This design comes from an exercise in tuning for small area, a short achievable clock period and few clock cycles on the open sky130 flow, not from production work. No run shown here included a check of the RTL's function; only the layout flow was run. The flow treats the clock pin as an ideal source, which a real chip does not have. Power and IR drop assume default switching activity.

==> design/flow/design.v <==
module ALU_AddSub(
	output [31:0] p,	 
	output [31:0] nc,	 
	input  [31:0] a_reg,	 
	input  [31:0] b_reg,
	input  [31:0] wb,	 
	input         fa_next,	 
	input         fb_next,
	input         sub_next,	 
	input         clk
);
	wire [31:0] g;
	wire [7:0] subq;
	wire sub = subq[0];
	genvar i, l;
	generate
		for (i = 0; i < 32; i = i + 4) begin : in4
			AddSub_In4 u(.p(p[i+3:i]), .g(g[i+3:i]), .sub(subq[i/4]),
				.a_reg(a_reg[i+3:i]), .b_reg(b_reg[i+3:i]), .wb(wb[i+3:i]),
				.fa_next(fa_next), .fb_next(fb_next), .sub_next(sub_next), .clk(clk));
		end
	endgenerate
	wire [31:0] G [0:5];
	wire [31:0] P [0:5];
	wire g0c;
	g_aoi21 gc0(.a(p[0]), .b(sub), .c(g[0]), .y(g0c));	 
	g_inv   gc1(.a(g0c), .y(G[0][0]));
	assign G[0][31:1] = g[31:1];
	assign P[0] = p;
	generate
		for (l = 1; l <= 5; l = l + 1) begin : lv
			for (i = 0; i < 32; i = i + 1) begin : nd
				if (i < (1 << (l - 1))) begin : done
					g_inv gi(.a(G[l-1][i]), .y(G[l][i]));
					assign P[l][i] = 1'b0;
				end
				else if (l % 2 == 1) begin : inv
					g_aoi21 gg(.a(P[l-1][i]), .b(G[l-1][i-(1<<(l-1))]), .c(G[l-1][i]), .y(G[l][i]));
					if (i >= (1 << l)) begin : pp
						g_nand2 gp(.a(P[l-1][i]), .b(P[l-1][i-(1<<(l-1))]), .y(P[l][i]));
					end
					else begin : np
						assign P[l][i] = 1'b0;
					end
				end
				else begin : pos
					g_oai21 gg(.a(P[l-1][i]), .b(G[l-1][i-(1<<(l-1))]), .c(G[l-1][i]), .y(G[l][i]));
					if (i >= (1 << l)) begin : pp
						g_nor2 gp(.a(P[l-1][i]), .b(P[l-1][i-(1<<(l-1))]), .y(P[l][i]));
					end
					else begin : np
						assign P[l][i] = 1'b0;
					end
				end
			end
		end
	endgenerate
	g_inv gs0(.a(sub), .y(nc[0]));
	assign nc[31:1] = G[5][30:0];
endmodule
module ALU_Shr(
	output [31:0] y,
	input  [31:0] na,
	input  [4:0]  sh
);
	wire [31:0] x [0:5];
	assign x[0] = na;
	wire [4:0] nsh = ~sh;
	genvar i, l;
	generate
		for (l = 0; l < 5; l = l + 1) begin : lv
			for (i = 0; i < 32; i = i + 1) begin : b
				if (i + (1 << l) < 32) begin : m
					g_mux2i gm(.a0(x[l][i]), .a1(x[l][i + (1 << l)]), .s(sh[l]), .y(x[l+1][i]));
				end
				else if (l % 2 == 0) begin : f1
					g_nor2 gf(.a(x[l][i]), .b(sh[l]), .y(x[l+1][i]));
				end
				else begin : f0
					g_nand2 gf(.a(x[l][i]), .b(nsh[l]), .y(x[l+1][i]));
				end
			end
		end
	endgenerate
	assign y = x[5];
endmodule
module ALU_ResBit(
	output y,
	input  as, input nas, input p, input nc,
	input  orr, input orv,
	input  srl, input shf,
	input  l0, input q0,
	input  l1, input q1,
	input  l2, input q2,
	input  l3, input q3
);
	wire ap, anp, c, n0, n1, n2, n3;
	g_and2  ga(.a(as), .b(p), .y(ap));
	g_nor2  gb(.a(nas), .b(p), .y(anp));
	g_inv   gc(.a(nc), .y(c));
	g_aoi22 g0(.a(nc), .b(ap), .c(c), .d(anp), .y(n0));
	g_aoi22 g1(.a(orr), .b(orv), .c(srl), .d(shf), .y(n1));
	g_aoi22 g2(.a(l0), .b(q0), .c(l1), .d(q1), .y(n2));
	g_aoi22 g3(.a(l2), .b(q2), .c(l3), .d(q3), .y(n3));
	g_nand4 g4(.a(n0), .b(n1), .c(n2), .d(n3), .y(y));
endmodule
module AddSub_In4(
	output [3:0] p,
	output [3:0] g,
	output       sub,
	input  [3:0] a_reg,
	input  [3:0] b_reg,
	input  [3:0] wb,
	input        fa_next,
	input        fb_next,
	input        sub_next,
	input        clk
);
	reg fa, fb, s;
	always @(posedge clk) begin
		fa <= fa_next;
		fb <= fb_next;
		s  <= sub_next;
	end
	assign sub = s;
	wire [3:0] na, nbx;
	wire [3:0] bx_reg = b_reg ^ {4{s}};
	wire [3:0] bx_wb = wb ^ {4{s}};
	genvar i;
	generate
		for (i = 0; i < 4; i = i + 1) begin : b
			g_mux2i ma(.a0(a_reg[i]), .a1(wb[i]), .s(fa), .y(na[i]));
			g_mux2i mb(.a0(bx_reg[i]), .a1(bx_wb[i]), .s(fb), .y(nbx[i]));
			g_xor2 gp(.a(na[i]), .b(nbx[i]), .y(p[i]));
			g_nor2 gg(.a(na[i]), .b(nbx[i]), .y(g[i]));
		end
	endgenerate
endmodule
module DM(
	output [7:0]  q0,
	output [7:0]  q1,
	output [7:0]  q2,
	output [7:0]  q3,
	output [3:0]  oh,
	input  [31:0] nwrite_data,	 
	input         base_fwd_next,	 
	input  [6:0]  base_reg,	 
	input  [6:0]  base_wb,	 
	input  [1:0]  nbase_lo,	 
	input  [6:0]  off0,
	input  [6:0]  off1,
	input  [6:0]  off2,
	input  [6:0]  off3,
	input         mem_write,
	input         clk
);
	wire [1:0] o = ~nbase_lo + off3[1:0];
	assign oh = 4'b0001 << o;
	wire [31:0] wd = ~nwrite_data;
	reg [7:0] d0, d1, d2, d3;
	always @(*) begin
		case (o)
			2'd0: {d0, d1, d2, d3} = wd;
			2'd1: {d1, d2, d3, d0} = wd;
			2'd2: {d2, d3, d0, d1} = wd;
			default: {d3, d0, d1, d2} = wd;
		endcase
	end
	DM_Bank b0(.q(q0), .fwd_next(base_fwd_next), .base_reg(base_reg), .base_wb(base_wb), .off(off0), .d(d0), .we(mem_write), .clk(clk));
	DM_Bank b1(.q(q1), .fwd_next(base_fwd_next), .base_reg(base_reg), .base_wb(base_wb), .off(off1), .d(d1), .we(mem_write), .clk(clk));
	DM_Bank b2(.q(q2), .fwd_next(base_fwd_next), .base_reg(base_reg), .base_wb(base_wb), .off(off2), .d(d2), .we(mem_write), .clk(clk));
	DM_Bank b3(.q(q3), .fwd_next(base_fwd_next), .base_reg(base_reg), .base_wb(base_wb), .off(off3), .d(d3), .we(mem_write), .clk(clk));
endmodule
module DM_Bank(
	output [7:0] q,
	input        fwd_next,
	input  [6:0] base_reg,
	input  [6:0] base_wb,
	input  [6:0] off,	 
	input  [7:0] d,
	input        we,
	input        clk
);
	reg fwd;
	always @(posedge clk) fwd <= fwd_next;
	wire [6:0] nbase;
	genvar m;
	generate
		for (m = 0; m < 7; m = m + 1) begin : bm
			g_mux2i g(.a0(base_reg[m]), .a1(base_wb[m]), .s(fwd), .y(nbase[m]));
		end
	endgenerate
	wire [31:0] sel;
	DM_RowSel rowsel(.sel(sel), .nbase(nbase), .off(off));
	reg [7:0] M [0:31];
	integer i;
	always @(posedge clk) begin
		for (i = 0; i < 32; i = i + 1)
			if (we && sel[i]) M[i] <= d;
	end
	genvar j, k;
	generate
		for (j = 0; j < 8; j = j + 1) begin : bits
			wire [31:0] col;
			for (k = 0; k < 32; k = k + 1) begin : rows
				assign col[k] = M[k][j];
			end
			g_ao32 rd(.sel(sel), .d(col), .y(q[j]));
		end
	endgenerate
endmodule
module DM_RowSel(
	output [31:0] sel,
	input  [6:0]  nbase,
	input  [6:0]  off
);
	wire [4:0] nu = nbase[6:2];
	wire [4:0] v  = off[6:2];
	wire [4:0] nv = ~off[6:2];
	wire s11 = off[1] & off[0];
	wire s10 = off[1] & ~off[0];
	wire s01 = ~off[1] & off[0];
	wire x1_or_x0, x1, x1_and_x0, nc;
	g_nand2 gc0(.a(nbase[1]), .b(nbase[0]), .y(x1_or_x0));
	g_inv   gc1(.a(nbase[1]), .y(x1));
	g_nor2  gc2(.a(nbase[1]), .b(nbase[0]), .y(x1_and_x0));
	g_aoi222 gc3(.a(s11), .b(x1_or_x0), .c(s10), .d(x1), .e(s01), .f(x1_and_x0), .y(nc));
	wire [4:0] p, t0a, t1a, t0b, t1b;
	wire [1:0] t0h, t1h;
	genvar j, k;
	generate
		for (j = 0; j < 5; j = j + 1) begin : bits
			g_xnor2 gp(.a(nu[j]), .b(v[j]), .y(p[j]));
			if (j == 0) begin : b0
				g_xnor2 g1l(.a(p[0]), .b(nc), .y(t1h[0]));
				g_xor2  g0l(.a(p[0]), .b(nc), .y(t0h[0]));
				g_xnor2 g1h(.a(p[0]), .b(nc), .y(t1h[1]));
				g_xor2  g0h(.a(p[0]), .b(nc), .y(t0h[1]));
			end
			else begin : bn
				wire ca, cb;
				g_nand2 gca(.a(nu[j-1]), .b(nv[j-1]), .y(ca));
				g_nor2  gcb(.a(nu[j-1]), .b(nv[j-1]), .y(cb));
				g_xor2  g1a(.a(p[j]), .b(ca), .y(t1a[j]));
				g_xnor2 g0a(.a(p[j]), .b(ca), .y(t0a[j]));
				g_xor2  g1b(.a(p[j]), .b(cb), .y(t1b[j]));
				g_xnor2 g0b(.a(p[j]), .b(cb), .y(t0b[j]));
			end
		end
		for (k = 0; k < 32; k = k + 1) begin : rows
			wire [4:0] t;
			assign t[0] = (k & 1) ? t1h[k / 16] : t0h[k / 16];
			for (j = 1; j < 5; j = j + 1) begin : tb
				if (((k >> (j - 1)) & 1) == 0)
					assign t[j] = ((k >> j) & 1) ? t1a[j] : t0a[j];
				else
					assign t[j] = ((k >> j) & 1) ? t1b[j] : t0b[j];
			end
			wire n01, n234;
			g_nand2 ga(.a(t[0]), .b(t[1]), .y(n01));
			g_nand3 gb(.a(t[2]), .b(t[3]), .c(t[4]), .y(n234));
			g_nor2  gc(.a(n01), .b(n234), .y(sel[k]));
		end
	endgenerate
endmodule
module g_aoi22(input a, input b, input c, input d, output y);
	assign y = ~((a & b) | (c & d));
endmodule
module g_aoi222(input a, input b, input c, input d, input e, input f, output y);
	assign y = ~((a & b) | (c & d) | (e & f));
endmodule
module g_aoi21(input a, input b, input c, output y);
	assign y = ~((a & b) | c);
endmodule
module g_oai21(input a, input b, input c, output y);
	assign y = ~((a | b) & c);
endmodule
module g_and2(input a, input b, output y);
	assign y = a & b;
endmodule
module g_nand2(input a, input b, output y);
	assign y = ~(a & b);
endmodule
module g_nand3(input a, input b, input c, output y);
	assign y = ~(a & b & c);
endmodule
module g_nand4(input a, input b, input c, input d, output y);
	assign y = ~(a & b & c & d);
endmodule
module g_nor2(input a, input b, output y);
	assign y = ~(a | b);
endmodule
module g_xor2(input a, input b, output y);
	assign y = a ^ b;
endmodule
module g_xnor2(input a, input b, output y);
	assign y = ~(a ^ b);
endmodule
module g_inv(input a, output y);
	assign y = ~a;
endmodule
module g_mux2i(input a0, input a1, input s, output y);
	assign y = ~(s ? a1 : a0);
endmodule
module g_ao32(input [31:0] sel, input [31:0] d, output y);
	wire [15:0] n1;
	wire [3:0]  n2;
	wire [1:0]  n3;
	genvar i;
	generate
		for (i = 0; i < 16; i = i + 1) begin : l1
			g_aoi22 g(.a(sel[2*i]), .b(d[2*i]), .c(sel[2*i+1]), .d(d[2*i+1]), .y(n1[i]));
		end
		for (i = 0; i < 4; i = i + 1) begin : l2
			g_nand4 g(.a(n1[4*i]), .b(n1[4*i+1]), .c(n1[4*i+2]), .d(n1[4*i+3]), .y(n2[i]));
		end
		for (i = 0; i < 2; i = i + 1) begin : l3
			g_nor2 g(.a(n2[2*i]), .b(n2[2*i+1]), .y(n3[i]));
		end
	endgenerate
	g_nand2 l4(.a(n3[0]), .b(n3[1]), .y(y));
endmodule
module g_ao31(input [31:1] sel, input [31:1] d, input en, input nz, output y);
	wire [10:0] n1;
	wire [2:0]  n2;
	wire [1:0]  n3;
	genvar i;
	generate
		for (i = 0; i < 10; i = i + 1) begin : l1
			g_aoi222 g(.a(sel[3*i+1]), .b(d[3*i+1]), .c(sel[3*i+2]), .d(d[3*i+2]),
				.e(sel[3*i+3]), .f(d[3*i+3]), .y(n1[i]));
		end
	endgenerate
	g_nand2 l1x(.a(sel[31]), .b(d[31]), .y(n1[10]));
	g_nand4 l2a(.a(n1[0]), .b(n1[1]), .c(n1[2]), .d(n1[3]), .y(n2[0]));
	g_nand4 l2b(.a(n1[4]), .b(n1[5]), .c(n1[6]), .d(n1[7]), .y(n2[1]));
	g_nand3 l2c(.a(n1[8]), .b(n1[9]), .c(n1[10]), .y(n2[2]));
	g_aoi22 l3a(.a(n2[0]), .b(en), .c(n2[1]), .d(en), .y(n3[0]));
	g_nand2 l3b(.a(n2[2]), .b(en), .y(n3[1]));
	g_nand3 l4(.a(n3[0]), .b(n3[1]), .c(nz), .y(y));
endmodule
module RF(
	output [31:0] src_data,
	output [31:0] tar_data,	 
	input  [4:0]  src_addr,
	input  [4:0]  tar_addr,
	input  [3:0]  src_lo,	 
	input  [7:0]  src_hi,
	input  [3:0]  tar_lo,
	input  [7:0]  tar_hi,
	input         tar_use,
	input  [31:0] tar_alt,
	input  [4:0]  dst_addr,
	input  [31:0] dst_data,
	input         reg_write,	 
	input         clk
);
	reg [31:0] R [1:31];
	integer i;
	always @(posedge clk) begin
		for (i = 1; i < 32; i = i + 1)
			if (reg_write && dst_addr == i) R[i] <= dst_data;
	end
	wire [31:1] ssel_lo, tsel_lo, ssel_hi, tsel_hi;
	RF_Dec dec_s0(.lo(src_lo), .hi(src_hi), .sel(ssel_lo));
	RF_Dec dec_t0(.lo(tar_lo), .hi(tar_hi), .sel(tsel_lo));
	RF_Dec dec_s1(.lo(src_lo), .hi(src_hi), .sel(ssel_hi));
	RF_Dec dec_t1(.lo(tar_lo), .hi(tar_hi), .sel(tsel_hi));
	wire byp_s = reg_write && (dst_addr == src_addr);
	wire byp_t = reg_write && (dst_addr == tar_addr);
	wire en_s = !byp_s;
	wire en_t = tar_use && !byp_t;
	wire [31:0] nz_s = ~({32{byp_s}} & dst_data);
	wire [31:0] nz_t = ~(({32{tar_use && byp_t}} & dst_data) | ({32{!tar_use}} & tar_alt));
	genvar j, k;
	generate
		for (j = 0; j < 32; j = j + 1) begin : bits
			wire [31:1] col;
			for (k = 1; k < 32; k = k + 1) begin : regs
				assign col[k] = R[k][j];
			end
			g_ao31 rs(.sel(j < 16 ? ssel_lo : ssel_hi), .d(col), .en(en_s), .nz(nz_s[j]), .y(src_data[j]));
			g_ao31 rt(.sel(j < 16 ? tsel_lo : tsel_hi), .d(col), .en(en_t), .nz(nz_t[j]), .y(tar_data[j]));
		end
	endgenerate
endmodule
module RF_Dec(input [3:0] lo, input [7:0] hi, output [31:1] sel);
	genvar k;
	generate
		for (k = 1; k < 32; k = k + 1) begin : d
			assign sel[k] = lo[k % 4] & hi[k / 4];
		end
	endgenerate
endmodule
module FinalCPU(
	output	wire	[31:0]	imem_addr,
	output	wire			wb_valid,
	output	wire	[4:0]	wb_addr,
	output	wire	[31:0]	wb_data,
	input	wire	[31:0]	imem_data,
	input	wire			rst,
	input	wire			clk
);
	reg [29:0] pc;
	always @(posedge clk) begin
		if (rst) pc <= 30'd0;
		else     pc <= pc + 30'd1;
	end
	assign imem_addr = {pc, 2'b00};
	reg [31:0] ir;
	reg        d_valid;
	reg [3:0]  rs_lo, rt_lo;
	reg [7:0]  rs_hi, rt_hi;
	always @(posedge clk) begin
		ir      <= imem_data;
		d_valid <= !rst;
		rs_lo   <= 4'b0001 << imem_data[22:21];
		rs_hi   <= 8'b00000001 << imem_data[25:23];
		rt_lo   <= 4'b0001 << imem_data[17:16];
		rt_hi   <= 8'b00000001 << imem_data[20:18];
	end
	wire [5:0] op    = ir[31:26];
	wire [4:0] rs    = ir[25:21];
	wire [4:0] rt    = ir[20:16];
	wire [4:0] rd    = ir[15:11];
	wire [4:0] shamt = ir[10:6];
	wire [5:0] fn    = ir[5:0];
	wire [15:0] imm  = ir[15:0];
	wire is_r    = (op == 6'h00);
	wire is_addi = (op == 6'h0C);
	wire is_subi = (op == 6'h0D);
	wire is_sw   = (op == 6'h10);
	wire is_lw   = (op == 6'h11);
	wire f_add = is_r && (fn == 6'h0B);
	wire f_sub = is_r && (fn == 6'h0D);
	wire f_or  = is_r && (fn == 6'h25);
	wire f_srl = is_r && (fn == 6'h02);
	wire [4:0] d_dst = is_r ? rd : rt;
	wire d_wen = d_valid && (is_r || is_addi || is_subi || is_lw) && (d_dst != 5'd0);
	wire d_use_rt = is_r || is_sw;
	reg [31:0] e_a, e_b;
	reg [4:0]  e_shamt;
	reg [6:0]  e_off0, e_off1, e_off2, e_off3;
	reg        e_addsub, e_naddsub, e_or, e_srl, e_ld;
	reg        e_wen, e_sw;
	reg [4:0]  e_dst;
	reg        w_wen;
	reg [4:0]  w_dst;
	reg [31:0] w_data;
	wire [31:0] rs_val, rt_val;	 
	RF Register_File(
		.src_data(rs_val),
		.tar_data(rt_val),
		.src_addr(rs),
		.tar_addr(rt),
		.src_lo(rs_lo),
		.src_hi(rs_hi),
		.tar_lo(rt_lo),
		.tar_hi(rt_hi),
		.tar_use(d_use_rt),
		.tar_alt({{16{imm[15]}}, imm}),
		.dst_addr(w_dst),
		.dst_data(w_data),
		.reg_write(w_wen),
		.clk(clk)
	);
	always @(posedge clk) begin
		e_a     <= rs_val;
		e_b     <= rt_val;
		e_shamt <= shamt;
		e_off0  <= imm[6:0] + 7'd3;
		e_off1  <= imm[6:0] + 7'd2;
		e_off2  <= imm[6:0] + 7'd1;
		e_off3  <= imm[6:0];
		e_addsub <= f_add || f_sub || is_addi || is_subi;
		e_naddsub <= !(f_add || f_sub || is_addi || is_subi);
		e_or    <= f_or;
		e_srl   <= f_srl;
		e_ld    <= is_lw;
		e_dst   <= d_dst;
		if (rst) begin
			e_wen <= 1'b0;
			e_sw  <= 1'b0;
		end
		else begin
			e_wen <= d_wen;
			e_sw  <= d_valid && is_sw;
		end
	end
	wire [31:0] w_fwd;
	wire [31:0] result;
	wire [31:0] na, nb;
	wire d_fa = e_wen && (e_dst == rs);
	wire d_fb = d_use_rt && e_wen && (e_dst == rt);
	genvar i;
	generate
		for (i = 0; i < 32; i = i + 8) begin : fwd
			Fwd_Mux8 ma(.y(na[i+7:i]), .a0(e_a[i+7:i]), .a1(w_fwd[i+7:i]), .s_next(d_fa), .clk(clk));
			Fwd_Mux8 mb(.y(nb[i+7:i]), .a0(e_b[i+7:i]), .a1(w_fwd[i+7:i]), .s_next(d_fb), .clk(clk));
		end
	endgenerate
	wire [31:0] sum_p, sum_nc, srl, orv;
	ALU_AddSub adder(
		.p(sum_p),
		.nc(sum_nc),
		.a_reg(e_a),
		.b_reg(e_b),
		.wb(w_fwd),
		.fa_next(d_fa),
		.fb_next(d_fb),
		.sub_next(f_sub || is_subi),
		.clk(clk)
	);
	ALU_Shr shifter(.y(srl), .na(na), .sh(e_shamt));
	generate
		for (i = 0; i < 32; i = i + 1) begin : orb
			g_nand2 go(.a(na[i]), .b(nb[i]), .y(orv[i]));	 
		end
	endgenerate
	wire [7:0] q [0:3];
	wire [3:0] oh;
	DM Data_Memory(
		.base_fwd_next(d_fa),
		.base_reg(e_a[6:0]),
		.base_wb(w_fwd[6:0]),
		.nbase_lo(na[1:0]),
		.q0(q[0]),
		.q1(q[1]),
		.q2(q[2]),
		.q3(q[3]),
		.oh(oh),
		.nwrite_data(nb),
		.off0(e_off0),
		.off1(e_off1),
		.off2(e_off2),
		.off3(e_off3),
		.mem_write(e_sw),
		.clk(clk)
	);
	wire [3:0] l = {4{e_ld}} & oh;
	generate
		for (i = 0; i < 32; i = i + 1) begin : res
			localparam integer K = 3 - i / 8;
			ALU_ResBit rb(
				.y(result[i]),
				.as(e_addsub), .nas(e_naddsub), .p(sum_p[i]), .nc(sum_nc[i]),
				.orr(e_or), .orv(orv[i]),
				.srl(e_srl), .shf(srl[i]),
				.l0(l[0]), .q0(q[(0 + K) % 4][i % 8]),
				.l1(l[1]), .q1(q[(1 + K) % 4][i % 8]),
				.l2(l[2]), .q2(q[(2 + K) % 4][i % 8]),
				.l3(l[3]), .q3(q[(3 + K) % 4][i % 8])
			);
		end
	endgenerate
	Fwd_Reg Forward_Register(.q(w_fwd), .d(result), .clk(clk));
	always @(posedge clk) begin
		w_data <= result;
		w_dst  <= e_dst;
		if (rst) w_wen <= 1'b0;
		else     w_wen <= e_wen;
	end
	Out_Reg Output_Register(
		.wb_valid(wb_valid),
		.wb_addr(wb_addr),
		.wb_data(wb_data),
		.valid_in(!rst && e_wen),
		.addr_in(e_dst),
		.data_in(result),
		.clk(clk)
	);
endmodule
module Out_Reg(
	output reg        wb_valid,
	output reg [4:0]  wb_addr,
	output reg [31:0] wb_data,
	input             valid_in,
	input      [4:0]  addr_in,
	input      [31:0] data_in,
	input             clk
);
	always @(posedge clk) begin
		wb_valid <= valid_in;
		wb_addr  <= addr_in;
		wb_data  <= data_in;
	end
endmodule
module Fwd_Reg(
	output reg [31:0] q,
	input      [31:0] d,
	input             clk
);
	always @(posedge clk) q <= d;
endmodule
module Fwd_Mux8(
	output [7:0] y,
	input  [7:0] a0,
	input  [7:0] a1,
	input        s_next,
	input        clk
);
	reg s;
	always @(posedge clk) s <= s_next;
	genvar i;
	generate
		for (i = 0; i < 8; i = i + 1) begin : m
			g_mux2i g(.a0(a0[i]), .a1(a1[i]), .s(s), .y(y[i]));
		end
	endgenerate
endmodule
==> design/flow/flow/run.sh <==
#!/bin/bash
# Layout flow: the standard flow with three extra steps, run through
# ORFS's step hooks:
#  - before floorplanning (flow/downsize.tcl): each combinational cell goes
#    back to its smallest size; timing repair then upsizes where needed;
#  - before clock-tree synthesis (flow/io_buffers.tcl): the port buffers get a
#    plain buffer cell;
#  - at the end of global routing (flow/post_grt.tcl): a second timing repair
#    of all endpoints within 0.15 ns of the worst.
# Each step's full output goes to a log file here.
set -euo pipefail
W=$(pwd)
bash standard.sh synth > synth.log 2>&1
bash standard.sh floorplan PRE_FLOORPLAN_TCL="$W/flow/downsize.tcl" > floorplan.log 2>&1
bash standard.sh place > place.log 2>&1
bash standard.sh cts PRE_CTS_TCL="$W/flow/io_buffers.tcl" > cts.log 2>&1
bash standard.sh grt POST_GLOBAL_ROUTE_TCL="$W/flow/post_grt.tcl" > grt.log 2>&1
bash standard.sh finish > layout.log 2>&1
test -f out/final.def
==> design/flow/flow/downsize.tcl <==
# Swap each combinational cell (not buffers, inverters or flip-flops) for the
# smallest-area cell of the same function and footprint family. Synthesis maps
# the small gate modules of this design one at a time and sizes each for an
# assumed load; the timing repair that follows upsizes where timing needs it.
set swapped 0
set saved 0.0
foreach inst [get_cells *] {
  set lc [get_lib_cells -of_objects $inst]
  set name [get_name $lc]
  if {![regexp {^sky130_fd_sc_hd__([a-z0-9]+)_([0-9]+)$} $name -> base drive]} { continue }
  if {[regexp {^(df|edf|sdf|dl|sdl|buf|inv|clk|conb|tap|fill|decap|dly|probe|lpflow|ebuf|einv|bufinv|bufbuf|macro|diode)} $base]} { continue }
  set best $lc
  set best_area [get_property $lc area]
  foreach cand [get_lib_cells sky130_fd_sc_hd__${base}_*] {
    if {![regexp "^sky130_fd_sc_hd__${base}_\[0-9\]+\$" [get_name $cand]]} { continue }
    if {[get_property $cand dont_use]} { continue }
    set a [get_property $cand area]
    if {$a < $best_area} { set best $cand; set best_area $a }
  }
  if {$best ne $lc} {
    set saved [expr {$saved + [get_property $lc area] - $best_area}]
    replace_cell $inst $best
    incr swapped
  }
}
puts "downsize: swapped $swapped cells, saved [format %.1f $saved] um2"
==> design/flow/flow/io_buffers.tcl <==
# Give every port buffer (the cells ORFS inserts between each input or output
# port and the logic) a plain buffer cell, sky130_fd_sc_hd__buf_4, in place of
# the delay cells it sometimes ends up with; the next legalization places
# them.
set n 0
foreach bterm [[ord::get_db_block] getBTerms] {
  if {[$bterm getName] eq "clk"} { continue }
  set net [$bterm getNet]
  if {$net eq "NULL"} { continue }
  set io [$bterm getIoType]
  foreach iterm [$net getITerms] {
    if {($io eq "INPUT" && [$iterm isInputSignal]) || ($io eq "OUTPUT" && [$iterm isOutputSignal])} {
      set inst [$iterm getInst]
      set lc [[$inst getMaster] getName]
      if {[regexp {^sky130_fd_sc_hd__(clkdlybuf|dlygate|buf_1$|buf_2$|clkbuf)} $lc]} {
        replace_cell [get_cells [$inst getName]] sky130_fd_sc_hd__buf_4
        incr n
      }
    }
  }
}
puts "io_buffers: replaced $n port buffers"
==> design/flow/flow/post_grt.tcl <==
# After ORFS's own repair at global routing: repair every endpoint whose slack
# is within 0.15 ns of the worst, so that the near-critical paths (which the
# repair of the single worst path leaves as they are) get some margin before
# detailed routing changes the parasitics. Then re-route the changed nets and
# rewrite the route guides, as global_route.tcl does.
estimate_parasitics -global_routing
set wns [worst_slack -max]
set margin [expr {$wns + 0.15}]
puts "post_grt: worst slack $wns, repairing endpoints below [format %.3f $margin]"
repair_timing -setup -setup_margin $margin -repair_tns 100 -match_cell_footprint -verbose
global_route -start_incremental
detailed_placement
global_route -end_incremental -congestion_report_file $::env(REPORTS_DIR)/congestion_post_grt_hook.rpt
estimate_parasitics -global_routing
puts "post_grt: worst slack now [worst_slack -max]"
write_guides $::env(RESULTS_DIR)/route.guide
==> design/flow/standard.sh <==
#!/bin/bash
# synth_recipe.tcl (not shown) runs the flow's synth.tcl, then flattens the netlist and writes it again
# the make line also repeats each setting of config.mk as NAME=value (left out here)
make -C /OpenROAD-flow-scripts/flow DESIGN_CONFIG=/design/flow/config.mk WORK_HOME=/design/flow/orfs CLKGATE_MAP_FILE= SYNTH_SCRIPT=/design/flow/synth_recipe.tcl "${@:-finish}"
==> design/flow/config.mk <==
export PLATFORM = sky130hd
export DESIGN_NAME = FinalCPU
export DESIGN_NICKNAME = FinalCPU
export VERILOG_FILES = /design/flow/design.v
export SDC_FILE = /design/flow/constraint.sdc
export NUM_CORES = 8
export LEC_CHECK = 0
export CAP_MARGIN = 20
export CORE_MARGIN = 2
export CORE_UTILIZATION = 55
export CTS_CLUSTER_DIAMETER = 80
export CTS_CLUSTER_SIZE = 24
export SETUP_SLACK_MARGIN = 5
export SLEW_MARGIN = 65
export SYNTH_HIERARCHICAL = 1
export SYNTH_MINIMUM_KEEP_SIZE = 0
export TNS_END_PERCENT = 0
==> design/flow/constraint.sdc <==
create_clock -name core_clock -period 8.0 [get_ports {clk}]
set_input_delay 1.6000 -clock core_clock [delete_from_list [all_inputs] [get_ports {clk}]]
set_output_delay 1.6000 -clock core_clock [all_outputs]
set_load 0.01 [all_outputs]
==> flow_summary.toml, run 1 <==
[finish]
sequential_cell_area_um2 = 67400
drive_above_1_share_pct = 17.99
finish.instance_area_um2 = 109400
finalNetCount = 6950
num-fill-cells = 12950
multi_input_area_um2 = 31630
flow.area_growth_from_synthesis_pct = 14.01

[detailed_routing]
via_per_inst = 7.110
routed_wl_um = 320400
postRouteAntennaNets = 0
detailedRoute.firstPassIterationCount = 13
drc = 0
drt-wirelength-per-cell_um = 34.36
route.vias.total = 66300
iteration_0_drc_count_of_the_detailed_router = 11700

[sta]
layout_min_cycle_time_ps = 3519
final_max_slew_viol_count = 0
layout_worst_path_cycle_share_pct = 43.98
transition_at_the_pin_with_the_smallest_max_transition_slack_ps = 635.1
report.final.hold_viol_count = 0
worst_slew_margin_rel_pct = 57.66
fin_worst_skew_ps = 36.56
finalSetupViolCount = 0
clock.fmax_mhz = 284.2
post-route-worst-setup-slack_ps = 4481
tns_setup_ps = 0

[clock_network]
number_of_gates_resized_after_cts = 204
path_clk_slew_ps = 90
post_cts_buffers = 16
clock_latency_on_the_worst_skew_pair_ps = 840
cts_hold_bufs = 0
tritoncts = "built"
cts.sink_count = 2353
cts_made_buffers = 132

[placed_design]
gpl.final_weighted_congestion = 1.028
dpl_worst_slack_ps = 3883
dp.final_hpwl_um = 213100
port_buffers = 101
placed_cell_area_um2 = 103100

[global_route]
grt_overflow = 0
groute.usage.overall_pct = 35.11
grt_first_pass_wirelength_um = 450600
grt_antenna_before_repair = 10
first_global_vias = 63190
grt_max_degree = 69

[power_and_ir_drop]
static_leakage_nw = 35.64
switchingPower_mw = 8.383
seq_power_share_pct = 51.7
clock_power_share_pct = 27.9
p_total_mw = 27.23
max-vdd-ir-drop_mv = 0.2380
power.density_cell_area_nw_per_um2 = 249.0
cell_internal_pwr_mw = 18.85
pwr-share-comb_pct = 20.4
p_sw_share_pct = 30.78

[worst_setup_path]
r2r_end = "Output_Register.wb_data[12]"
setup_slack_on_the_worst_flop_to_flop_path_ps = 4480
worstPathRequired_ps = 8600
timing.critical_path.max_delay_family = "simple AND/OR/NAND/NOR gates"
cpMaxStageDelayCell = "a222oi_1"
highest_cell_delay_on_the_worst_timing_path_ps = 500
critical_path_arrival_ps = 4120
timing.critical_path.cells = "mux2i_4 -> nand2_1 -> a222oi_1 -> buf_4 -> buf_6 -> xnor2_4 -> nand2_1 -> nor2_2 -> a22oi_1 -> nand4_1 -> nor2_4 -> nand2_4 -> a22oi_2 -> nand4_1"
setup.worst_path.end_class = "flop"
worst_r2r_path_depth = 14
startpoint = "Data_Memory.b0.fwd"
path_buf_inv = 2
worst_r2r_startpoint = "Data_Memory.b0.fwd"
setup_cp_type = "reg -> reg"
path_max_fanout = 9
critical_path.startpoint_type = "flop"

[worst_hold_path]
hold_start = "ir[10]"
hold_path.class = "reg -> reg"
worst_hold_path.num_cells = 0
min_delay_worst_endpoint = "e_shamt[4]"

[floorplan]
num_io_pins = 104
row_count = 153
die_height_um = 421.7
initial_core_util_pct = 55.26
floorplan.core_area_um2 = 173600
chipWidth_um = 421.7
floorplan.die_area_um2 = 177800

[outcome]
status = "no timing/DRC/antenna violations"

[synth]
mappedNetlistArea_um2 = 95940
ys.warnings.count = 18
synth_cells = 6509
syn-mean-instance-area_um2 = 14.74

[run]
max_cap_viols = 0
## state kept, by name, indices dropped and copies added, names as in the netlist, 30 cells and up
name and flops:
Data_Memory.b1.M 256, Output_Register.wb_data 32, Forward_Register.q 32, Data_Memory.b0.M 256, ir 32, Data_Memory.b3.M 256, Data_Memory.b2.M 256, e_b 32
Register_File.R 992, w_data 32, pc 30, e_a 32
## placed cells by master, fill, tap and decap left out, drive strengths merged, types with 5 or more instances in the layout
cell,count
mux2,38
dfxtp,337
nor2,397
buf,303
and2,296
diode,7
nor4,9
a22oi,704
nand3,307
nor3,8
and2b,5
o31ai,12
inv,123
or3,6
o21ai,57
nor2b,47
and3,9
a21oi,90
mux2i,318
clkinv,23
xnor2,75
a222oi,644
edfxtp,2016
clkbuf,180
ha,8
nand2,428
nand4,298
nor3b,7
or4,12
clkdlybuf4s18,5
a41oi,32
xor2,166
## cell type report
cell class,instances,share of cell area [%]
Sequential cell,2353,61.62
Clock inverter,57,0.5788
Inverter,97,0.3329
Timing Repair Buffer,329,2.569
Clock buffer,162,3.305
Antenna cell,7,0.01601
Tap cell,2325,2.659
Multi-Input combinational cell,3995,28.92
## metal layers
layer	global-route usage [%]	part of all wire [%]	vias up	wire, um
met5	0.4032	0.030	-	96
li1	-	-	28050	-
met4	18.32	6.1	2	19610
met1	46.72	37	33420	119000
met3	6.382	9.9	738	31690
met2	55.43	47	4102	150000
## worst reg2reg max path, stage by stage (launching register included)
cell and delay, ps:
dfxtp_4 400, mux2i_4 260, nand2_1 80, a222oi_1 500, buf_4 310, buf_6 150, xnor2_4 110, nand2_1 120
nor2_2 110, a22oi_1 180, nand4_1 210, nor2_4 240, nand2_4 140, a22oi_2 210, nand4_1 280
## worst max path at each step
stage	slack [ps]	cells past startpoint	endpoint
4_1_cts	4590	14	Forward_Register.q[20]
6_report	4480	14	Output_Register.wb_data[12]
3_5_place_dp	3880	13	Forward_Register.q[6]
2_1_floorplan	4610	5	Data_Memory.b3.M[2][0]
3_3_place_gp	3530	12	Forward_Register.q[12]
## power by group through the flow
stage	Sequential [mW]	Clock, mW	Combinational (mW)
3_5_place_dp	14.3	0	4.83
6_report	14.1	7.60	5.57
4_1_cts	14.1	7.64	5.18
2_1_floorplan	14.3	0	2.46
3_3_place_gp	14.3	0	4.44
## metrics by stage
step	utilization, %	instances	hold WS, ps
floorplan	-	6510	323.5
global placement	57.93	8981	340.3
finish	63.00	9325	371.3
CTS	62.25	9278	364.0
detailed placement	59.38	9043	337.6
==> inputs of run 2 (changes only) <==
--- a/design/flow/design.v
+++ b/design/flow/design.v
@@ -12,3 +12,3 @@
 	wire [31:0] g;
-	wire [7:0] subq;
+	wire [3:0] subq;
 	wire sub = subq[0];
@@ -16,5 +16,5 @@
 	generate
-		for (i = 0; i < 32; i = i + 4) begin : in4
-			AddSub_In4 u(.p(p[i+3:i]), .g(g[i+3:i]), .sub(subq[i/4]),
-				.a_reg(a_reg[i+3:i]), .b_reg(b_reg[i+3:i]), .wb(wb[i+3:i]),
+		for (i = 0; i < 32; i = i + 8) begin : in8
+			AddSub_In8 u(.p(p[i+7:i]), .g(g[i+7:i]), .sub(subq[i/8]),
+				.a_reg(a_reg[i+7:i]), .b_reg(b_reg[i+7:i]), .wb(wb[i+7:i]),
 				.fa_next(fa_next), .fb_next(fb_next), .sub_next(sub_next), .clk(clk));
@@ -106,9 +106,9 @@
 endmodule
-module AddSub_In4(
-	output [3:0] p,
-	output [3:0] g,
+module AddSub_In8(
+	output [7:0] p,
+	output [7:0] g,
 	output       sub,
-	input  [3:0] a_reg,
-	input  [3:0] b_reg,
-	input  [3:0] wb,
+	input  [7:0] a_reg,
+	input  [7:0] b_reg,
+	input  [7:0] wb,
 	input        fa_next,
@@ -125,8 +125,8 @@
 	assign sub = s;
-	wire [3:0] na, nbx;
-	wire [3:0] bx_reg = b_reg ^ {4{s}};
-	wire [3:0] bx_wb = wb ^ {4{s}};
+	wire [7:0] na, nbx;
+	wire [7:0] bx_reg = b_reg ^ {8{s}};
+	wire [7:0] bx_wb = wb ^ {8{s}};
 	genvar i;
 	generate
-		for (i = 0; i < 4; i = i + 1) begin : b
+		for (i = 0; i < 8; i = i + 1) begin : b
 			g_mux2i ma(.a0(a_reg[i]), .a1(wb[i]), .s(fa), .y(na[i]));
@@ -219,12 +219,4 @@
 	wire [4:0] nv = ~off[6:2];
-	wire s11 = off[1] & off[0];
-	wire s10 = off[1] & ~off[0];
-	wire s01 = ~off[1] & off[0];
-	wire x1_or_x0, x1, x1_and_x0, nc;
-	g_nand2 gc0(.a(nbase[1]), .b(nbase[0]), .y(x1_or_x0));
-	g_inv   gc1(.a(nbase[1]), .y(x1));
-	g_nor2  gc2(.a(nbase[1]), .b(nbase[0]), .y(x1_and_x0));
-	g_aoi222 gc3(.a(s11), .b(x1_or_x0), .c(s10), .d(x1), .e(s01), .f(x1_and_x0), .y(nc));
+	wire c = (~nbase[1] & off[1]) | ((~nbase[1] | off[1]) & ~nbase[0] & off[0]);
 	wire [4:0] p, t0a, t1a, t0b, t1b;
-	wire [1:0] t0h, t1h;
 	genvar j, k;
@@ -234,6 +226,6 @@
 			if (j == 0) begin : b0
-				g_xnor2 g1l(.a(p[0]), .b(nc), .y(t1h[0]));
-				g_xor2  g0l(.a(p[0]), .b(nc), .y(t0h[0]));
-				g_xnor2 g1h(.a(p[0]), .b(nc), .y(t1h[1]));
-				g_xor2  g0h(.a(p[0]), .b(nc), .y(t0h[1]));
+				g_xor2  g1(.a(p[0]), .b(c), .y(t1a[0]));
+				g_xnor2 g0(.a(p[0]), .b(c), .y(t0a[0]));
+				assign t1b[0] = t1a[0];
+				assign t0b[0] = t0a[0];
 			end
@@ -251,5 +243,4 @@
 			wire [4:0] t;
-			assign t[0] = (k & 1) ? t1h[k / 16] : t0h[k / 16];
-			for (j = 1; j < 5; j = j + 1) begin : tb
-				if (((k >> (j - 1)) & 1) == 0)
+			for (j = 0; j < 5; j = j + 1) begin : tb
+				if (j == 0 || ((k >> (j - 1)) & 1) == 0)
 					assign t[j] = ((k >> j) & 1) ? t1a[j] : t0a[j];
@@ -258,6 +249,6 @@
 			end
-			wire n01, n234;
-			g_nand2 ga(.a(t[0]), .b(t[1]), .y(n01));
-			g_nand3 gb(.a(t[2]), .b(t[3]), .c(t[4]), .y(n234));
-			g_nor2  gc(.a(n01), .b(n234), .y(sel[k]));
+			wire n012, n34;
+			g_nand3 ga(.a(t[0]), .b(t[1]), .c(t[2]), .y(n012));
+			g_nand2 gb(.a(t[3]), .b(t[4]), .y(n34));
+			g_nor2  gc(.a(n012), .b(n34), .y(sel[k]));
 		end
@@ -363,7 +354,5 @@
 	end
-	wire [31:1] ssel_lo, tsel_lo, ssel_hi, tsel_hi;
-	RF_Dec dec_s0(.lo(src_lo), .hi(src_hi), .sel(ssel_lo));
-	RF_Dec dec_t0(.lo(tar_lo), .hi(tar_hi), .sel(tsel_lo));
-	RF_Dec dec_s1(.lo(src_lo), .hi(src_hi), .sel(ssel_hi));
-	RF_Dec dec_t1(.lo(tar_lo), .hi(tar_hi), .sel(tsel_hi));
+	wire [31:1] ssel, tsel;
+	RF_Dec dec_s(.lo(src_lo), .hi(src_hi), .sel(ssel));
+	RF_Dec dec_t(.lo(tar_lo), .hi(tar_hi), .sel(tsel));
 	wire byp_s = reg_write && (dst_addr == src_addr);
@@ -381,4 +370,4 @@
 			end
-			g_ao31 rs(.sel(j < 16 ? ssel_lo : ssel_hi), .d(col), .en(en_s), .nz(nz_s[j]), .y(src_data[j]));
-			g_ao31 rt(.sel(j < 16 ? tsel_lo : tsel_hi), .d(col), .en(en_t), .nz(nz_t[j]), .y(tar_data[j]));
+			g_ao31 rs(.sel(ssel), .d(col), .en(en_s), .nz(nz_s[j]), .y(src_data[j]));
+			g_ao31 rt(.sel(tsel), .d(col), .en(en_t), .nz(nz_t[j]), .y(tar_data[j]));
 		end
==> flow_summary.toml, run 2 <==
[clock_network]
path_clk_slew_ps = 100
cts_hold_bufs = 0
tritoncts = "built"
post_cts_buffers = 10
cts_made_buffers = 130
clock_latency_on_the_worst_skew_pair_ps = 850
cts.sink_count = 2341
number_of_gates_resized_after_cts = 150

[finish]
flow.area_growth_from_synthesis_pct = 15.92
top_library_cells_by_usage_in_the_layout_fill_and_taps_aside = "edfxtp_1, a222oi_1, a22oi_1, nand2_1, nand4_1"
largest_register_ff_count = 992
num-fill-cells = 12620
largest_register_by_flop_count = "Register_File.R"
drive_above_1_share_pct = 19.60
finish.instance_area_um2 = 110400
finalNetCount = 6921
fin_cells = 9289
utilization_pct = 64.26
layout_commonest_cell = "edfxtp_1"

[synth]
ys.warnings.count = 18
synth_cells = 6411
mappedNetlistArea_um2 = 95190
syn-mean-instance-area_um2 = 14.85

[sta]
tns_setup_ps = 0
final.hold.worst_slack_ps = 352.3
clock.fmax_mhz = 307.8
transition_at_the_pin_with_the_smallest_max_transition_slack_ps = 573.3
layout_min_cycle_time_ps = 3249
finalSetupViolCount = 0
post-route-worst-setup-slack_ps = 4751
report.final.hold_viol_count = 0
worst_slew_margin_rel_pct = 60.69
layout_worst_path_cycle_share_pct = 40.61
final_max_slew_viol_count = 0
fin_worst_skew_ps = 36.70

[detailed_routing]
routed_wl_um = 335200
drt-wirelength-per-cell_um = 36.08
postRouteAntennaNets = 0
via_per_inst = 7.209
route.vias.total = 66960
drc = 0
iteration_0_drc_count_of_the_detailed_router = 12890
detailedRoute.firstPassIterationCount = 11

[worst_setup_path]
path_max_fanout = 8
critical_path_arrival_ps = 3920
setup.worst_path.end_class = "flop"
setup_cp_type = "reg -> reg"
setup_slack_on_the_worst_flop_to_flop_path_ps = 4750
critical_path.startpoint_type = "flop"
r2r_end = "Output_Register.wb_data[25]"
worst_r2r_startpoint = "Forward_Register.q[5]"
worstPathRequired_ps = 8680
worst_r2r_path_depth = 10

[worst_hold_path]
hold_path.class = "reg -> reg"
min_delay_worst_endpoint = "e_shamt[3]"
hold_start = "ir[9]"
worst_hold_path.num_cells = 0

[placed_design]
gpl.final_weighted_congestion = 1.085
placed_cell_area_um2 = 102700
port_buffers = 101
placed_cells_incl_taps = 8970
dpl_worst_slack_ps = 3838
dp.final_hpwl_um = 213000

[power_and_ir_drop]
p_total_mw = 27.58
power.density_cell_area_nw_per_um2 = 249.9
static_leakage_nw = 35.78
max-vdd-ir-drop_mv = 0.1900

[floorplan]
chipWidth_um = 420.0
die_height_um = 420.0
initial_core_util_pct = 55.43
floorplan.die_area_um2 = 176400
num_io_pins = 104
floorplan.core_area_um2 = 171700
row_count = 152

[global_route]
grt_max_degree = 60
grt_overflow = 0
grt_first_pass_wirelength_um = 460900
groute.usage.overall_pct = 37.09
first_global_vias = 61820
grt_antenna_before_repair = 18

[run]
max_cap_viols = 0

[outcome]
status = "no timing/DRC/antenna violations"
[run 2: layer usage]
metal	share of wire [%]	global-route usage (%)	routed length, um
met1	38	52.00	127700
met2	44	53.75	146000
met3	13	9.693	42760
met4	5.6	18.42	18730
met5	0.0075	0	25
[run 2: worst max-delay path: stages (launching register included)]
cell and delay [ps]:
dfxtp_2 560, xor2_1 110, mux2i_1 270, xor2_1 400
nand2_1 170, nor2_1 240, nand2_1 100, o21ai_1 370
a21oi_1 200, a22oi_1 440, nand4_1 230
[run 2: report_power, final]
group	internal [mW]	leakage, nW	total (mW)	switching [mW]
Combinational	1.69	12.4	6.17	4.48
Sequential	13.8	21.4	14.0	0.170
Clock	3.39	2.01	7.43	4.04
[run 2: worst max-delay path by stage]
| stage | slack, ps | to | from |
|---|---|---|---|
| after global placement | 3420 | Forward_Register.q[16] | Data_Memory.b3.fwd |
| after CTS | 4760 | Data_Memory.b2.M[11][7] | fwd[0].ma.s |
| after floorplan | 4640 | e_b[0] | ir[29] |
| final | 4750 | Output_Register.wb_data[25] | Forward_Register.q[5] |
| after detailed placement | 3840 | w_data[30] | Data_Memory.b1.fwd |
[run 2: cell type report]
cell class | instances | area [um^2] | share of cell area (%)
repair buffers | 395 | 3926 | 3.558
diodes | 13 | 32.53 | 0.02948
clock buffers | 166 | 3577 | 3.242
flip-flops and latches | 2341 | 67150 | 60.86
inverters | 97 | 364.1 | 0.3299
well taps | 2310 | 2890 | 2.619
clock inverters | 53 | 548.0 | 0.4966
multi-input cells | 3914 | 31860 | 28.87
==> inputs of run 3 (changes only) <==
--- a/design/flow/config.mk
+++ b/design/flow/config.mk
@@ -9,3 +9,3 @@
 export CORE_MARGIN = 2
-export CORE_UTILIZATION = 55
+export CORE_UTILIZATION = 50
 export CTS_CLUSTER_DIAMETER = 80
==> flow_summary.toml, run 3 <==
[global_route]
gr-max-usage-layer = "met2"
met3_use_gr_pct = 8.211
grt_antenna_before_repair = 11
grt_max_degree = 68
global_route.usage.met1_pct = 46.75
first_global_vias = 62840
grt_overflow = 0
grtUsageMet2_pct = 50.04
grt_first_pass_wirelength_um = 465500
groute.usage.overall_pct = 33.75

[clock_network]
clock_latency_on_the_worst_skew_pair_ps = 840
cts_hold_bufs = 0
cts_made_buffers = 121
cts.sink_count = 2341
path_clk_slew_ps = 100
post_cts_buffers = 17
tritoncts = "built"
number_of_gates_resized_after_cts = 211

[worst_setup_path]
worst_r2r_startpoint = "Data_Memory.b1.fwd"
setup.worst_path.end_class = "flop"
path_max_fanout = 9
startpoint = "Data_Memory.b1.fwd"
worst_r2r_path_depth = 14
worstPathRequired_ps = 8650
r2r_end = "Output_Register.wb_data[27]"
critical_path_arrival_ps = 4000
critical_path.startpoint_type = "flop"
critical_path.endpoint = "Output_Register.wb_data[27]"
setup_slack_on_the_worst_flop_to_flop_path_ps = 4650
setup_cp_type = "reg -> reg"

[placed_design]
dpl_worst_slack_ps = 4074
dp.final_hpwl_um = 213200
placed_cells_incl_taps = 9167
placed_cell_area_um2 = 102800
port_buffers = 101
gpl.final_weighted_congestion = 1.006

[sta]
final_max_slew_viol_count = 0
post-route-worst-setup-slack_ps = 4655
report.final.hold_viol_count = 0
fin_worst_skew_ps = 55.80
clock.fmax_mhz = 298.9
transition_at_the_pin_with_the_smallest_max_transition_slack_ps = 639.8
layout_min_cycle_time_ps = 3345
layout_worst_path_cycle_share_pct = 41.82
finalSetupViolCount = 0
tns_setup_ps = 0
worst_slew_margin_rel_pct = 56.13

[finish]
num-fill-cells = 14650
top_library_cells_by_usage_in_the_layout_fill_and_taps_aside = "edfxtp_1, a222oi_1, a22oi_1, nand2_1, nand4_1"
largest_register_ff_count = 992
largest_register_by_flop_count = "Register_File.R"
utilization_pct = 58.06
finalNetCount = 6897
layout_commonest_cell = "edfxtp_1"
fin_cells = 9466
flow.area_growth_from_synthesis_pct = 15.62
drive_above_1_share_pct = 18.05
finish.instance_area_um2 = 110100

[floorplan]
chipWidth_um = 440.3
row_count = 160
num_io_pins = 104
die_height_um = 440.3
initial_core_util_pct = 50.21
floorplan.die_area_um2 = 193900
floorplan.core_area_um2 = 189600

[detailed_routing]
postRouteAntennaNets = 0
routed_wl_um = 338400
drt-wirelength-per-cell_um = 35.75
iteration_0_drc_count_of_the_detailed_router = 12880
detailedRoute.firstPassIterationCount = 13
drc = 0
via_per_inst = 7.048
route.vias.total = 66720

[outcome]
status = "no timing/DRC/antenna violations"

[synth]
synth_cells = 6411
syn-mean-instance-area_um2 = 14.85
ys.warnings.count = 18
mappedNetlistArea_um2 = 95190

[power_and_ir_drop]
power.density_cell_area_nw_per_um2 = 248.0
static_leakage_nw = 35.62
max-vdd-ir-drop_mv = 0.2079

[run]
max_cap_viols = 0

[worst_hold_path]
hold_path.class = "reg -> reg"
==> run 3: worst min-delay path by stage <==
stage,from,slack [ps],cells past startpoint,endpoint
after floorplan,ir[7],320,0,e_shamt[1]
after global placement,ir[7],340,0,e_shamt[1]
after detailed placement,ir[7],340,0,e_shamt[1]
after CTS,ir[7],350,0,e_shamt[1]
final,ir[7],350,0,e_shamt[1]
==> run 3: worst max-delay path: stages (launching register included) <==
cell and delay, ps:
dfxtp_4 440, mux2i_1 230, nor2b_1 80, maj3_2 400
xor2_2 240, buf_6 180, nand3_1 130, nor2_4 90
a22oi_2 220, nand4_1 270, nor2_4 230, nand2_4 130
buf_4 170, a22oi_2 160, nand4_1 170
==> run 3: area by class of cell <==
cell class,instances,area [um^2],area share [%]
Inverter,97,364.1,0.3308
Timing Repair Buffer,380,3881,3.526
Antenna cell,9,22.52,0.02046
Tap cell,2511,3142,2.855
Clock buffer,171,3396,3.085
Clock inverter,43,554.3,0.5036
Sequential cell,2341,67160,61.02
Multi-Input combinational cell,3914,31540,28.66
==> run 3: layer usage <==
metal	part of all wire (%)	vias to the layer above
met5	0.012	-
met4	5.6	6
met3	12	717
met2	44	4506
met1	38	33630
li1	-	27850
==> run 3: power breakdown <==
| part | switching [mW] | leakage, nW | internal [mW] |
|---|---|---|---|
| Sequential | 0.191 | 21.4 | 13.8 |
| Clock | 4.07 | 1.93 | 3.23 |
| Combinational | 4.33 | 12.3 | 1.68 |
==> run 3: metrics by stage <==
| stage | total power [mW] | hold WS [ps] |
|---|---|---|
| after detailed placement | 19.15 | 337.1 |
| after global placement | 18.77 | 341.3 |
| after floorplan | 16.62 | 323.5 |
| after CTS | 26.62 | 352.9 |
| final | 27.30 | 351.5 |
==> inputs of run 4 (changes only) <==
--- a/design/flow/config.mk
+++ b/design/flow/config.mk
@@ -13,3 +13,3 @@
 export SETUP_SLACK_MARGIN = 5
-export SLEW_MARGIN = 65
+export SLEW_MARGIN = 60
 export SYNTH_HIERARCHICAL = 1
==> flow_summary.toml, run 4 <==
[clock_network]
post_cts_buffers = 27
cts_made_buffers = 119
clock_latency_on_the_worst_skew_pair_ps = 830
path_clk_slew_ps = 100
cts.sink_count = 2341
number_of_gates_resized_after_cts = 265
tritoncts = "built"
cts_hold_bufs = 0

[finish]
multi_input_area_um2 = 31460
largest_register_ff_count = 992
finalNetCount = 6883
largest_register_by_flop_count = "Register_File.R"
layout_commonest_cell = "edfxtp_1"
utilization_pct = 57.65
drive_above_1_share_pct = 17.95
top_library_cells_by_usage_in_the_layout_fill_and_taps_aside = "edfxtp_1, a222oi_1, a22oi_1, nand2_1, nand4_1"
flow.area_growth_from_synthesis_pct = 14.80
sequential_cell_area_um2 = 67170
num-fill-cells = 14830

[placed_design]
gpl.final_weighted_congestion = 1.006
dp.final_hpwl_um = 211900
port_buffers = 101

[floorplan]
num_io_pins = 104
die_height_um = 440.3
floorplan.die_area_um2 = 193900
row_count = 160
chipWidth_um = 440.3
floorplan.core_area_um2 = 189600
initial_core_util_pct = 50.21

[synth]
ys.warnings.count = 18
mappedNetlistArea_um2 = 95190
syn-mean-instance-area_um2 = 14.85
synth_cells = 6411

[outcome]
status = "no timing/DRC/antenna violations"

[worst_setup_path]
setup_cp_type = "reg -> reg"
path_max_fanout = 16
worstPathRequired_ps = 8630
setup.worst_path.end_class = "flop"
critical_path_arrival_ps = 3950
critical_path.startpoint_type = "flop"

[sta]
clock.fmax_mhz = 301.2
layout_min_cycle_time_ps = 3320
final.hold.worst_slack_ps = 354.8
fin_worst_skew_ps = 50.14
finalSetupViolCount = 0
worst_slew_margin_rel_pct = 57.08
tns_setup_ps = 0
report.final.hold_viol_count = 0
final_max_slew_viol_count = 0
transition_at_the_pin_with_the_smallest_max_transition_slack_ps = 643.7
layout_worst_path_cycle_share_pct = 41.51

[worst_hold_path]
hold_path.class = "reg -> reg"

[detailed_routing]
route.vias.total = 66560
detailedRoute.firstPassIterationCount = 14
via_per_inst = 7.041
drc = 0
postRouteAntennaNets = 0
iteration_0_drc_count_of_the_detailed_router = 12900
drt-wirelength-per-cell_um = 35.38
routed_wl_um = 334400

[global_route]
grt_first_pass_wirelength_um = 460400
grt_antenna_before_repair = 18
grt_max_degree = 68
grt_overflow = 0
first_global_vias = 62410
groute.usage.overall_pct = 33.32

[power_and_ir_drop]
switchingPower_mw = 8.511
cell_internal_pwr_mw = 18.52
power.density_cell_area_nw_per_um2 = 247.3
max-vdd-ir-drop_mv = 0.1846
static_leakage_nw = 35.29
seq_power_share_pct = 51.8
clock_power_share_pct = 26.2
pwr-share-comb_pct = 22.0
p_sw_share_pct = 31.49

[run]
max_cap_viols = 0
## run 4: area by class of cell
type | instances | share of cell area [%]
Sequential cell | 2341 | 61.46
Timing Repair Buffer | 374 | 3.095
Tap cell | 2511 | 2.875
Clock inverter | 38 | 0.4591
Multi-Input combinational cell | 3908 | 28.78
Clock buffer | 177 | 2.981
Inverter | 97 | 0.3332
Antenna cell | 6 | 0.01374
## run 4: final timing paths
kind | startpoint | end | slack (ps) | depth (start not counted)
worst max register to register | Data_Memory.b1.fwd | Output_Register.wb_data[27] | 4680 | 14
worst max-delay path | Data_Memory.b1.fwd | Output_Register.wb_data[27] | 4680 | 14
worst min-delay path | ir[7] | e_shamt[1] | 350 | 0
worst min register to register | ir[7] | e_shamt[1] | 350 | 0
## run 4: layer usage
| layer | up-vias | global-route usage, % | routed length, um |
|---|---|---|---|
| met5 | - | 0 | 95 |
| met2 | 4503 | 49.45 | 147600 |
| met4 | 14 | 16.27 | 19050 |
| met1 | 33500 | 46.10 | 126700 |
| met3 | 713 | 8.088 | 40900 |
| li1 | 27820 | - | - |
## run 4: worst max-delay path: stages (launching register included)
cell,delay (ps)
dfxtp_4,410
mux2i_1,240
inv_1,70
maj3_2,380
xnor2_1,180
buf_6,180
nand3_1,140
nor2_4,90
a22oi_2,260
nand4_1,270
nor2_4,240
nand2_4,130
buf_4,160
a22oi_2,180
nand4_1,170
## run 4: power by group through the flow
stage	sequential, mW	clock [mW]	combinational (mW)
floorplan	14.2	0	2.43
finish	14.0	7.08	5.94
CTS	14.0	7.12	5.17
global placement	14.3	0	4.50
detailed placement	14.3	0	4.77
## run 4: metrics by stage
stage | cell area (um^2) | instances | power (mW) | worst slack (ps)
floorplan | 95210 | 6412 | 16.62 | 4643
global placement | 100300 | 9102 | 18.77 | 3529
detailed placement | 101800 | 9158 | 19.03 | 3910
CTS | 106800 | 9400 | 26.28 | 4797
finish | 109300 | 9452 | 27.03 | 4680
==> inputs of run 5 (changes only) <==
--- a/design/flow/flow/run.sh
+++ b/design/flow/flow/run.sh
@@ -8,3 +8,3 @@
 #  - at the end of global routing (flow/post_grt.tcl): a second timing repair
-#    of all endpoints within 0.15 ns of the worst.
+#    of all endpoints within 0.3 ns of the worst.
 # Each step's full output goes to a log file here.
--- a/design/flow/flow/post_grt.tcl
+++ b/design/flow/flow/post_grt.tcl
@@ -1,3 +1,3 @@
 # After ORFS's own repair at global routing: repair every endpoint whose slack
-# is within 0.15 ns of the worst, so that the near-critical paths (which the
+# is within 0.3 ns of the worst, so that the near-critical paths (which the
 # repair of the single worst path leaves as they are) get some margin before
@@ -7,3 +7,3 @@
 set wns [worst_slack -max]
-set margin [expr {$wns + 0.15}]
+set margin [expr {$wns + 0.3}]
 puts "post_grt: worst slack $wns, repairing endpoints below [format %.3f $margin]"
--- a/design/flow/config.mk
+++ b/design/flow/config.mk
@@ -9,3 +9,3 @@
 export CORE_MARGIN = 2
-export CORE_UTILIZATION = 50
+export CORE_UTILIZATION = 55
 export CTS_CLUSTER_DIAMETER = 80
@@ -13,3 +13,3 @@
 export SETUP_SLACK_MARGIN = 5
-export SLEW_MARGIN = 60
+export SLEW_MARGIN = 65
 export SYNTH_HIERARCHICAL = 1
==> flow_summary.toml, run 5 <==
[floorplan]
num_io_pins = 104
die_height_um = 420.0
chipWidth_um = 420.0
row_count = 152
floorplan.die_area_um2 = 176400
floorplan.core_area_um2 = 171700
initial_core_util_pct = 55.43

[detailed_routing]
route.vias.total = 67640
routed_wl_um = 344200
via_per_inst = 7.245
postRouteAntennaNets = 0
drt-wirelength-per-cell_um = 36.87
drc = 0
detailedRoute.firstPassIterationCount = 11
iteration_0_drc_count_of_the_detailed_router = 13190

[worst_hold_path]
hold_path.class = "reg -> reg"
hold_start = "ir[9]"
worst_hold_path.num_cells = 0
min_delay_worst_endpoint = "e_shamt[3]"

[worst_setup_path]
worst_r2r_path_depth = 11
cpMaxStageDelayCell = "dfxtp_4"
worst_r2r_startpoint = "adder.in8[0].u.s"
worstPathRequired_ps = 8680
path_max_fanout = 10
r2r_end = "Output_Register.wb_data[25]"
setup_slack_on_the_worst_flop_to_flop_path_ps = 4680
critical_path.startpoint_type = "flop"
highest_cell_delay_on_the_worst_timing_path_ps = 460
setup_cp_type = "reg -> reg"
critical_path_arrival_ps = 4000
setup.worst_path.end_class = "flop"
timing.critical_path.cells = "buf_4 -> xor2_1 -> mux2i_1 -> xor2_1 -> nand2_1 -> nor2_1 -> nand2_1 -> o21ai_1 -> a21oi_2 -> a22oi_2 -> nand4_1"

[finish]
largest_register_by_flop_count = "Register_File.R"
top_library_cells_by_usage_in_the_layout_fill_and_taps_aside = "edfxtp_1, a222oi_1, a22oi_1, nand2_1, nand4_1"
finalNetCount = 6968
layout_commonest_cell = "edfxtp_1"
sequential_cell_area_um2 = 67220
multi_input_area_um2 = 33230
drive_above_1_share_pct = 22.53
largest_register_ff_count = 992
num-fill-cells = 12390
finish.instance_area_um2 = 112200
flow.area_growth_from_synthesis_pct = 17.88

[global_route]
grt_antenna_before_repair = 18
grt_max_degree = 60
groute.usage.overall_pct = 37.09
grt_overflow = 0
first_global_vias = 61820
grt_first_pass_wirelength_um = 460900

[run]
max_cap_viols = 0

[placed_design]
placed_cell_area_um2 = 102700
gpl.final_weighted_congestion = 1.085
dp.final_hpwl_um = 213000
port_buffers = 101

[sta]
worst_slew_margin_rel_pct = 49.35
report.final.hold_viol_count = 0
final_max_slew_viol_count = 0
layout_min_cycle_time_ps = 3324
clock.fmax_mhz = 300.8
transition_at_the_pin_with_the_smallest_max_transition_slack_ps = 738.6
layout_worst_path_cycle_share_pct = 41.56
finalSetupViolCount = 0
tns_setup_ps = 0
fin_worst_skew_ps = 38.79

[synth]
synth_cells = 6411
syn-mean-instance-area_um2 = 14.85
ys.warnings.count = 18
mappedNetlistArea_um2 = 95190

[clock_network]
number_of_gates_resized_after_cts = 150
cts.sink_count = 2341
cts_hold_bufs = 0
post_cts_buffers = 10
clock_latency_on_the_worst_skew_pair_ps = 850
tritoncts = "built"
cts_made_buffers = 130
path_clk_slew_ps = 100

[outcome]
status = "no timing/DRC/antenna violations"

[power_and_ir_drop]
max-vdd-ir-drop_mv = 0.1894
power.density_cell_area_nw_per_um2 = 251.1
static_leakage_nw = 36.25
## run 5: cell type report
class | instances | share of cell area [%]
Multi-Input combinational cell | 3934 | 29.61
Timing Repair Buffer | 422 | 3.881
Clock inverter | 53 | 0.4884
Sequential cell | 2341 | 59.90
Inverter | 97 | 0.3245
Tap cell | 2310 | 2.576
Clock buffer | 166 | 3.188
Antenna cell | 13 | 0.02899
## run 5: how the worst max path moves through the flow
stage	start	end	slack (ps)	cells after the start
finish	adder.in8[0].u.s	Output_Register.wb_data[25]	4680	11
global placement	Data_Memory.b3.fwd	Forward_Register.q[16]	3420	11
floorplan	ir[29]	e_b[0]	4640	7
detailed placement	Data_Memory.b1.fwd	w_data[30]	3840	13
CTS	fwd[0].ma.s	Data_Memory.b2.M[11][7]	4760	7
## run 5: metal layers
layer	track usage (%)	up-vias	routed length, um
li1	-	28020	-
met1	52.00	33940	128400
met2	53.75	4925	150000
met3	9.693	754	45960
met4	18.42	6	19770
met5	0	-	66
## run 5: through the flow
stage / utilization [%] / hold slack, ps / setup WS (ps) / std cells / total power, mW
floorplan: - / 323.5 / 4643 / 6412 / 16.62
global placement: 58.29 / 345.1 / 3417 / 8909 / 18.83
detailed placement: 59.78 / 331.3 / 3838 / 8970 / 19.21
CTS: 62.45 / 351.2 / 4760 / 9202 / 26.68
finish: 65.34 / 351.7 / 4676 / 9336 / 28.18
## run 5: worst max-delay path, delay by kind of cell, from the launching register on
| family | cells | cell delay, ps |
|---|---|---|
| flip-flops | 1 | 460 |
| multiplexers | 1 | 260 |
| AO/OA/AOI/OAI | 3 | 1000 |
| XOR/XNOR | 2 | 550 |
| AND/OR/NAND/NOR | 4 | 640 |
| buffers and inverters | 1 | 250 |
## run 5: power by group
part	total [mW]	leakage, nW	internal, mW	switching (mW)
logic	6.77	12.9	1.92	4.85
registers	14.0	21.4	13.8	0.172
clock network	7.44	2.01	3.39	4.05
total	28.2	36.2	19.1	9.06

static timing again, ports no longer ideal:
The flow's constraints put no driver on any port. The routed layouts listed below were extracted and timed again, unchanged, in two steps.
Step 1, drivers: a clkbuf_16 drives clk and a buf_2 each remaining input, both assumed.
Step 2 also shifts input and output timing later by t, the mid clock arrival at the registers, as if the neighbouring blocks saw the same clock.
Slacks: ideal / step 1 / step 2; pairs: ideal / step 1.
| run | t (ns) | slack for setup (ns) | worst data-port slew with drivers (ns) |
|---|---|---|---|
| run 1 | 0.925 | 4.481 / 4.481 / 4.481 | 0.17 |
| run 2 | 0.918 | 4.751 / 4.703 / 4.751 | 0.20 |
| run 3 | 0.901 | 4.655 / 4.655 / 4.655 | 0.04 |
| run 4 | 0.899 | 4.680 / 4.680 / 4.680 | 0.04 |
| run 5 | 0.919 | 4.676 / 4.676 / 4.676 | 0.19 |
After both steps setup and hold are still met in every run listed.
